This is an optimization exercise on Yosys and OpenROAD, whose aim is small area, not a production implementation. At most, simulation tests tie the RTL to the original design; equivalence was not proved. No functional check of the RTL was part of run 2.

$ cat design/flow/constraint.sdc
create_clock -name core_clock -period 10.0 [get_ports {aclk}]
set_input_delay 2.0000 -clock core_clock [delete_from_list [all_inputs] [get_ports {aclk}]]
set_output_delay 2.0000 -clock core_clock [all_outputs]
set_load 0.01 [all_outputs]
$ cat design/flow/run.sh
#!/bin/bash
# synth_recipe.tcl (not shown) runs the flow's synth.tcl, then flattens the netlist and writes it again
# the make line also repeats each setting of config.mk as NAME=value (left out here)
make -C /OpenROAD-flow-scripts/flow DESIGN_CONFIG=/design/flow/config.mk WORK_HOME=/design/flow/orfs CLKGATE_MAP_FILE= SYNTH_SCRIPT=/design/flow/synth_recipe.tcl finish
$ cat design/flow/design.v
`timescale 1ns / 1ps
module magnitude_wrapper(
	input aclk,
	input aresetn,
	input s_i_data_valid,
	output reg s_o_data_ready,
	input [31:0] s_i_data,
	output reg m_o_data_valid,
	input m_i_data_ready,
	output reg [31:0] m_o_data
    );
	reg [31:0] o_data_temp;
	reg [15:0] data_real;
	reg [15:0] data_imag;
	reg start_calc;
	reg ack_calc;
	wire [15:0] in_real = s_i_data[15:0];
	wire [15:0] in_imag = s_i_data[31:16];
	always @ (posedge aclk)
		begin
			if (aresetn == 0) begin
				s_o_data_ready <= 1'b0;
				start_calc <= 1'b0;
			end
			if (ack_calc == 1'b1) begin
				start_calc <= 0;
			end
			if ( (s_i_data_valid == 1'b1) && (ack_calc == 0)) begin
				if (in_real[15] == 1'b1)
					data_real <= ~in_real + 16'd1;
				else
					data_real <= in_real;
				if (in_imag[15] == 1'b1)
					data_imag <= ~in_imag + 16'd1;
				else
					data_imag <= in_imag;
				s_o_data_ready <= 1;
				start_calc <= 1'b1;
			end
		end
	always @ (posedge aclk)
		begin
			if (aresetn == 0) begin
				ack_calc <= 0;
			end
			if (start_calc == 1'b1) begin
				ack_calc <= 1;
				o_data_temp <= data_real*data_real + data_imag*data_imag;
			end
			else begin
				ack_calc <= 0;
			end
		end
	always @ (posedge aclk)
		begin
			if (aresetn == 0) begin
				m_o_data_valid <= 1'b0;
			end
			if (m_i_data_ready == 1'b1) begin
				if (ack_calc == 0) begin
					m_o_data_valid <= 1'b0;
				end
				else begin
					m_o_data_valid <= 1'b1;
					m_o_data <= o_data_temp;
				end
			end
		end
endmodule
$ cat design/flow/config.mk
export PLATFORM = sky130hd
export DESIGN_NAME = magnitude_wrapper
export DESIGN_NICKNAME = magnitude_wrapper
export VERILOG_FILES = /design/flow/design.v
export SDC_FILE = /design/flow/constraint.sdc
export NUM_CORES = 4
export LEC_CHECK = 0
export CAP_MARGIN = 20
export CORE_MARGIN = 2
export CORE_UTILIZATION = 40
export SLEW_MARGIN = 20
==> results of run 1 <==
## final cells by class
type / instances / area, um^2 / share of cell area, %
repair buffers: 72 / 713 / 3.54
well taps: 600 / 751 / 3.73
inverters: 515 / 1930 / 9.61
flip-flops and latches: 100 / 2970 / 14.8
clock inverters: 7 / 87.6 / 0.435
clock buffers: 9 / 225 / 1.12
multi-input cells: 1129 / 13400 / 66.8
## layout by cell type (no fill, tap or decap), drive strengths merged, types with 3 or more instances in the layout
cell and count:
and3 5, o21bai 3, nor2 36, and2 128, edfxtp 97, a31o 4
o31ai 8, a21boi 4, o21a 4, nand3b 3, o21ai 26, dfxtp 3
xnor2 47, fa 384, or3 6, nand3 8, xor2 18, nor2b 10
nor3 10, clkdlybuf4s50 69, a21o 19, nand2 133, nand2b 7, a31oi 5
nor4b 3, a21oi 21, buf 3, o41ai 4, ha 195, clkbuf 9
inv 520, a211oi 7
## routing by layer
layer / part of all wire (%) / routed length, um / up-vias / GRT usage (%)
met5: 0 / 0 / - / 0
met1: 39 / 14900 / 6074 / 20.6
met2: 56 / 21400 / 151 / 33.2
met4: 2.3 / 883 / 0 / 4.71
met3: 2.7 / 1050 / 38 / 2.25
li1: - / - / 5442 / -
## worst max-delay path: stages, from the launching register on
cell                        delay [ns]
sky130_fd_sc_hd__edfxtp_1         0.76
sky130_fd_sc_hd__inv_1            0.30
sky130_fd_sc_hd__nor2_1           0.32
sky130_fd_sc_hd__fa_1             0.47
sky130_fd_sc_hd__inv_1            0.09
sky130_fd_sc_hd__fa_1             0.43
sky130_fd_sc_hd__fa_1             0.52
sky130_fd_sc_hd__fa_1             0.52
sky130_fd_sc_hd__inv_1            0.06
sky130_fd_sc_hd__fa_1             0.55
sky130_fd_sc_hd__fa_1             0.43
sky130_fd_sc_hd__fa_1             0.49
sky130_fd_sc_hd__inv_1            0.05
sky130_fd_sc_hd__fa_1             0.53
sky130_fd_sc_hd__inv_1            0.06
sky130_fd_sc_hd__ha_1             0.40
sky130_fd_sc_hd__a211oi_1         0.26
sky130_fd_sc_hd__o21ai_0          0.15
sky130_fd_sc_hd__a221oi_1         0.48
sky130_fd_sc_hd__a2bb2oi_1        0.33
sky130_fd_sc_hd__a31oi_1          0.17
sky130_fd_sc_hd__o21ai_0          0.29
sky130_fd_sc_hd__a211oi_1         0.11
## cells by family (layout without fill, tap and decap cells)
kind of cell | Yosys count | in the layout | synth area share, %
buf+inv | 562 | 603 | 11.5
compound gates | 122 | 122 | 4.60
mux | 3 | 3 | 0.175
simple gates | 360 | 360 | 9.97
xor+xnor | 65 | 65 | 3.07
flops | 100 | 100 | 16.0
fa+ha+maj | 579 | 579 | 54.6
## flip-flops by register name (all words and copies together), names as in the netlist
| name | cells |
|---|---|
| ack_calc | 1 |
| data_imag | 16 |
| data_real | 16 |
| m_o_data | 32 |
| m_o_data_valid | 1 |
| o_data_temp | 32 |
| s_o_data_ready | 1 |
| start_calc | 1 |
## worst min path at each step
stage                    start            to  slack (ns)  cells past startpoint
2_1_floorplan   o_data_temp[0]   m_o_data[0]        0.40                      0
6_report        o_data_temp[3]   m_o_data[3]        0.42                      0
3_5_place_dp   o_data_temp[26]  m_o_data[26]        0.41                      0
3_3_place_gp    o_data_temp[1]   m_o_data[1]        0.40                      0
5_1_grt        o_data_temp[26]  m_o_data[26]        0.43                      0
4_1_cts        o_data_temp[14]  m_o_data[14]        0.42                      0
## through the flow
| stage | hold slack, ns | util [%] | std cells | setup slack (ns) |
|---|---|---|---|---|
| final | 0.421 | 44.1 | 2432 | 1.97 |
| after detailed placement | 0.405 | 43.5 | 2416 | 2.08 |
| after global routing | 0.431 | 44.1 | 2432 | 1.51 |
| after floorplan | 0.400 | - | 1791 | 2.96 |
| after CTS | 0.422 | 44.1 | 2432 | 2.03 |
| after global placement | 0.401 | 43.5 | 2416 | 2.13 |
==> run notes, run 1 <==
num ports=70; port bufs=69; pin count of the biggest net entering global routing=34; critical path startpoint=data_real[11]; TritonCTS clock tree=yes; nets=approximately 2,400; Die Outline Area=approximately 48,000 um^2; number of buffers created by CTS=9; cell taking the most area after synthesis=sky130_fd_sc_hd__fa_1; worst clock skew on the final layout=roughly 0.011 ns; count of final max-slew check failures=0; min cycle time layout=roughly 8.0 ns; post-route antenna net violation count=0; top cell type's share of synthesized area=41.5%; starting density of the core=between 40% and 50%; number of core rows=approximately 80; startpoint type of the worst setup path=register; final hold vios=0; start of the worst register-to-register path=data_real[11]; count of unresolved DRC violations after routing=0; Critical Path Sink=o_data_temp[31]; mean instance size in the synthesized netlist=between 10 and 15 um^2; number of antenna violations at the first check in global routing=0; total negative setup slack=0 ns; post-synthesis net count=~2,400; clock-pin slew on the worst setup and hold paths=0.07 ns; Seq cells post-synth=100; proportion of register bits with asynchronous set or reset after synthesis=0%; Filler Cells Inserted=4,331; total iterations of the first detailed-routing run=5; number of cells traversed by the worst register-to-register path=22; critical path peak fanout=15; Global Route Usage Sum=about 17%; cell count after synthesis=~1,800; placement-stage cell area=19,800 um^2; post-detailed-placement half-perimeter wirelength=~33 mm; setup slack of the most critical reg-to-reg path=slightly below 2 ns; total length of routed wires=38.3 mm; Setup violations, final=0; via count of the first global-routing pass=about 13,000; FF-to-FF End=o_data_temp[31]; Core Region=~46,000 um^2; most numerous cell in the Yosys netlist=sky130_fd_sc_hd__inv_1; area grow syn2layout=8.51%; # resized after CTS=0; CTS Root Buffer Type=sky130_fd_sc_hd__clkbuf_16; number of vias after detailed routing=11,705; share of layout cells above drive strength 1=under 10%; post-synth cell types=a little under 60; Relative slew margins=a little over a quarter; result of the run=finished clean; Max Clock Freq=approximately 0.12 GHz; global-route wire length before repair=approximately 65 mm; max-cap viol count=0; Bufs on Longest Clock Path=2; final non-filler cell area=roughly 20,000 um^2; Worst Path Arrival=between 8 and 9 ns; Placer Congestion=~0.86; Sinks on Clock Net=100; Tcrit/Tclk final=between 80 and 90%; number of warnings reported in the yosys synthesis log=1; CP endpoint kind=register; vias per cell=roughly 4.8; unrepaired setup endpoints after global routing=false; Seq/Total Area, Yosys=between 10% and 20%; Worst Setup Path Type=register to register; Die X-Extent=~220 um; measured slew at the worst slew-check pin=roughly 1.1 ns; buffers inserted by post-CTS timing repair=0; most common library cells after synthesis=sky130_fd_sc_hd__inv_1 (515), sky130_fd_sc_hd__fa_1 (384), sky130_fd_sc_hd__ha_1 (195), sky130_fd_sc_hd__nand2_1 (133), sky130_fd_sc_hd__and2_1 (127); First DRT Iteration DRCs=between 400 and 500; Routed WL per cell=between 15 and 20 um; die span in y=about 220 um; H-Tree Level Count=3; CTS hold repair buffers=0; count of flip-flops with a built-in enable after synthesis=97; worst path required time=roughly 10 ns; prevailing post-synth register cell=sky130_fd_sc_hd__edfxtp_1; type of the tightest min-delay check=register to register; total inserted antenna cells=0; mapped cell area=18,500 um^2; total congestion overflow after global routing=0; Area contributors post-synth=sky130_fd_sc_hd__fa_1 (41%), sky130_fd_sc_hd__edfxtp_1 (16%), sky130_fd_sc_hd__ha_1 (13%); Skew-Pair Late Insertion Delay=around 0.38 ns
==> run 2: changes to the inputs <==
==> design/flow/design.v (replaced) <==
module magnitude_wrapper(
	input aclk,
	input aresetn,
	input s_i_data_valid,
	output reg s_o_data_ready,
	input [31:0] s_i_data,
	output reg m_o_data_valid,
	input m_i_data_ready,
	output reg [31:0] m_o_data
    );
	reg start, ack, f1, f2, f3;
	reg [15:0] a_re, a_im;
	reg [31:0] p;
	wire acc = s_i_data_valid & ~ack;
	wire [15:0] x = f2 ? a_re : (f1 | f3) ? a_im : ack ? 16'd0 : s_i_data[15:0];
	wire pm = f1 | (ack & ~f2);
	wire signed [31:0] xs = $signed(x);
	wire [31:0] t = (pm ? p : 32'd0) + xs * xs;
	always @(posedge aclk) begin
		start <= acc | (start & ~ack & aresetn);
		s_o_data_ready <= acc | (s_o_data_ready & aresetn);
		ack <= start;
		f1 <= acc & ~start;
		f2 <= acc & start;
		f3 <= f2;
		a_re <= s_i_data[15:0];
		if (acc) a_im <= s_i_data[31:16];
		p <= t;
		if (m_i_data_ready) m_o_data_valid <= ack;
		else if (!aresetn) m_o_data_valid <= 1'b0;
		if (m_i_data_ready & ack) m_o_data <= f3 ? t : p;
	end
endmodule
==> run 2 against run 1 <==
- area after synthesis down 27%
- first-iteration DRC count down 21%
- critical path type is now input port to register
- register-to-register slack worse by 0.27 ns
- still clean on timing, DRC and antenna
- wire length down 16%
==> run notes, run 2 <==
number of antenna violations at the first check in global routing=0 (unchanged); Area contributors post-synth=sky130_fd_sc_hd__fa_1 (39%), sky130_fd_sc_hd__edfxtp_1 (11%), sky130_fd_sc_hd__ha_1 (10%); source of the worst hold timing path=start; startpoint type of the worst setup path=input port; measured slew at the worst slew-check pin=0.986 ns (-0.0999 ns); Die Outline Area=35,500 um^2 (-26%); mapped cell area=13,600 um^2 (-27%); most common library cells after synthesis=sky130_fd_sc_hd__inv_1 (350), sky130_fd_sc_hd__fa_1 (262), sky130_fd_sc_hd__ha_1 (109), sky130_fd_sc_hd__nand2_1 (109), sky130_fd_sc_hd__nor2_1 (87); max-cap viol count=0 (unchanged); main combinational cell family by area after synthesis=adder cells; total congestion overflow after global routing=0 (unchanged); Sinks on Clock Net=103 (+3.0%); prevailing post-synth register cell=sky130_fd_sc_hd__dfxtp_1; Routed WL per cell=17.2 um (+9.2%); cell taking the most area after synthesis=sky130_fd_sc_hd__fa_1; First DRT Iteration DRCs=387 (-21%); number of cells traversed by the worst register-to-register path=25 (+14%); Seq/Total Area, Yosys=18.8% (+2.7 points); final design utilization=45.4% (+1.2 points); proportion of register bits with asynchronous set or reset after synthesis=0% (unchanged); Setup violations, final=0 (unchanged); post-synth cell types=57 (-3.4%); Tcrit/Tclk final=93.9% (+14 points); PnR worst setup slack=0.610 ns (-1.36 ns); total inserted antenna cells=0 (unchanged); Relative slew margins=34.3% (+7.6 points); post-synthesis net count=1,763 (-27%); # resized after CTS=0 (unchanged); total iterations of the first detailed-routing run=5 (unchanged); top cell type's share of synthesized area=38.6% (-2.9 points); Global Route Usage Sum=19.5% (+2.1 points); endpoint of the worst hold path=ack; Bufs on Longest Clock Path=2 (unchanged); CTS hold repair buffers=0 (unchanged); total length of routed wires=32.2 mm (-16%); Worst Path Arrival=9.53 ns (+1.37 ns); Max Clock Freq=0.106 GHz (-14%); buffers inserted by post-CTS timing repair=0 (unchanged); global-route wire length before repair=53.1 mm (-19%); number of buffers created by CTS=9 (unchanged); Post-Place Worst Slack=0.314 ns (-1.76 ns); number of cells on the worst hold path=0 (unchanged); count of final max-slew check failures=0 (unchanged); CP endpoint kind=register; number of vias after detailed routing=9,117 (-22%); xor and xnor area share after synthesis=2.93% (-0.14 points); Skew-Pair Late Insertion Delay=0.38 ns (about the same); FF-to-FF End=m_o_data[25]; simple logic cell fraction of the synthesized area=10.1% (+0.17 points); Synth Area in Adders=48.6% (-6.0 points); clock-pin slew on the worst setup and hold paths=0.09 ns (+0.02 ns); pin count of the biggest net entering global routing=41 (+21%); critical path peak fanout=6 (-9); unrepaired setup endpoints after global routing=false; min cycle time layout=9.39 ns (+1.36 ns); post-route antenna net violation count=0 (unchanged); crit-path most repeated cell=sky130_fd_sc_hd__fa_1; number of core rows=67 (-14%); post-detailed-placement half-perimeter wirelength=26.8 mm (-19%); leading registers by flop count=m_o_data (32), p (32); share of layout cells above drive strength 1=5.74% (+3.8 points); Placer Congestion=0.881 (+2.4%); Worst Setup Path Type=input port to register; vias per cell=4.86 (+0.97%); H-Tree Level Count=3 (unchanged); count of unresolved DRC violations after routing=0 (unchanged); placement-stage cell area=14,900 um^2 (-25%); setup slack of the most critical reg-to-reg path=1.70 ns (-0.27 ns); num ports=70 (unchanged); most common cell after layout, fill and taps aside=sky130_fd_sc_hd__inv_1; final non-filler cell area=15,200 um^2 (-24%); result of the run=finished clean; start of the worst register-to-register path=f1; total negative setup slack=0 ns (unchanged); most used cells in the layout excluding fill and tap cells=sky130_fd_sc_hd__inv_1 (350), sky130_fd_sc_hd__fa_1 (262), sky130_fd_sc_hd__nand2_1 (109), sky130_fd_sc_hd__ha_1 (109), sky130_fd_sc_hd__nor2_1 (87); Seq cells post-synth=103 (+3.0%); TritonCTS clock tree=yes; die span in y=188 um (-14%); worst stage delay on the critical path=0.58 ns (-0.18 ns); slowest stage cell, crit path=sky130_fd_sc_hd__o21ai_0; worst clock skew on the final layout=0.0150 ns (+0.00407 ns); nets=1,830 (-25%); portion of netlist area occupied by mux cells=2.26% (+2.1 points); compound-cell area share of the yosys netlist=6.49% (+1.9 points); port bufs=69 (unchanged); cell count after synthesis=1,356 (-24%); via count of the first global-routing pass=10,008 (-25%); mean instance size in the synthesized netlist=10.0 um^2 (-3.1%); most numerous cell in the Yosys netlist=sky130_fd_sc_hd__inv_1; type of the tightest min-delay check=register to register; number of warnings reported in the yosys synthesis log=1 (unchanged); worst path required time=10.14 ns (+0.02 ns); CTS Root Buffer Type=sky130_fd_sc_hd__clkbuf_16; area grow syn2layout=11.9%; final hold vios=0 (unchanged); count of flip-flops with a built-in enable after synthesis=49 (-49%); starting density of the core=40.6% (-0.13 points); Core Region=33,500 um^2 (-26%); Die X-Extent=188 um (-14%); worst hold margin=0.387 ns (-0.0339 ns); Filler Cells Inserted=3,221 (-26%)
## run 2: cell types whose count changed after synthesis, moves of 16 or more
cell / before / now
sky130_fd_sc_hd__ha_1: 195 / 109
sky130_fd_sc_hd__a21oi_1: 20 / 45
sky130_fd_sc_hd__nand2_1: 133 / 109
sky130_fd_sc_hd__inv_1: 515 / 350
sky130_fd_sc_hd__dfxtp_1: 3 / 54
sky130_fd_sc_hd__fa_1: 384 / 262
sky130_fd_sc_hd__clkbuf_1: 45 / 29
sky130_fd_sc_hd__mux2_2: 2 / 26
sky130_fd_sc_hd__nor2b_1: 10 / 36
sky130_fd_sc_hd__nor2_1: 36 / 87
sky130_fd_sc_hd__and2_1: 127 / 5
sky130_fd_sc_hd__edfxtp_1: 97 / 49
## run 2: area by class of cell
type | count | area [um^2] | share of cell area [%]
Inverter | 357 | 1340 | 8.81
Multi-Input combinational cell | 862 | 9590 | 63.0
Clock buffer | 9 | 225 | 1.48
Sequential cell | 103 | 2550 | 16.8
Clock inverter | 7 | 96.3 | 0.633
Timing Repair Buffer | 90 | 848 | 5.58
Tap cell | 448 | 561 | 3.68
## run 2: layer usage
| metal | up-vias | wire length, um | track usage [%] |
|---|---|---|---|
| li1 | 4256 | - | - |
| met1 | 4586 | 14300 | 26.1 |
| met3 | 40 | 1480 | 3.05 |
| met4 | 0 | 988 | 5.71 |
| met5 | - | 0 | 0 |
| met2 | 235 | 15500 | 33.0 |
## run 2: kinds of logic (layout without fill, tap and decap cells)
logic type,Yosys count,after routing
adders and majority gates,371,371
muxes,27,27
xor gates and xnor gates,44,44
and+or+nand+nor,293,293
AOI/OAI and AO/OA,127,127
buffers and inverters,391,463
DFF,103,103
## run 2: worst max path at each step
stage                            start      endpoint  slack (ns)  cells after the start
after floorplan           s_i_data[15]  m_o_data[29]        1.39                     25
after global routing       s_i_data[4]  m_o_data[25]        0.29                     25
after CTS                  s_i_data[4]  m_o_data[25]        0.72                     25
after global placement     s_i_data[4]  m_o_data[25]        0.43                     25
final                      s_i_data[4]  m_o_data[25]        0.61                     25
after detailed placement   s_i_data[4]  m_o_data[25]        0.31                     25
## run 2: per-stage QoR
step / std cells
after floorplan: 1356
after global placement: 1860
after detailed placement: 1860
after CTS: 1876
after global routing: 1876
final: 1876
## run 2: critical path, delay by kind of cell
family          cells  cell delay, ns
buf+inv             6            1.05
fa+ha+maj           7            3.25
simple gates        6            1.59
compound gates      6            1.63

what the ideal ports hide:
The flow's constraints put no driver on any port. The routed layouts listed below were extracted and timed again, unchanged, in two steps. Step 1 (the two cells are an assumption about what drives the block):
set clk [get_ports {aclk}]
set_driving_cell -lib_cell sky130_fd_sc_hd__clkbuf_16 $clk
set_driving_cell -lib_cell sky130_fd_sc_hd__buf_2 [delete_from_list [all_inputs] $clk]
Step 2 adds t to the input delays and takes it off the output delays; t is the mean of the earliest and latest rising clock arrival at the registers after step 1. Input paths then give back, and output paths get back, about the clock's delay inside the block. Slacks: ideal ports / drivers / drivers and shift; pairs: ideal ports / drivers.
run | t, ns | setup WS [ns] | worst hold slack (ns) | clock arrival spread, ns | worst register clock-pin slew, ns
run 1 | 0.428 | 1.966 / 1.966 / 1.966 | 0.421 / 0.421 / 0.421 | 0.011 / 0.011 | 0.08 / 0.08
run 2 | 0.418 | 0.610 / 0.629 / 0.211 | 0.387 / 0.387 / 0.387 | 0.015 / 0.016 | 0.09 / 0.09
After both steps setup and hold are still met in every run listed. For run 2, which loses most, drivers alone change the setup slack by +0.019 ns; drivers and shift together by -0.399 ns.
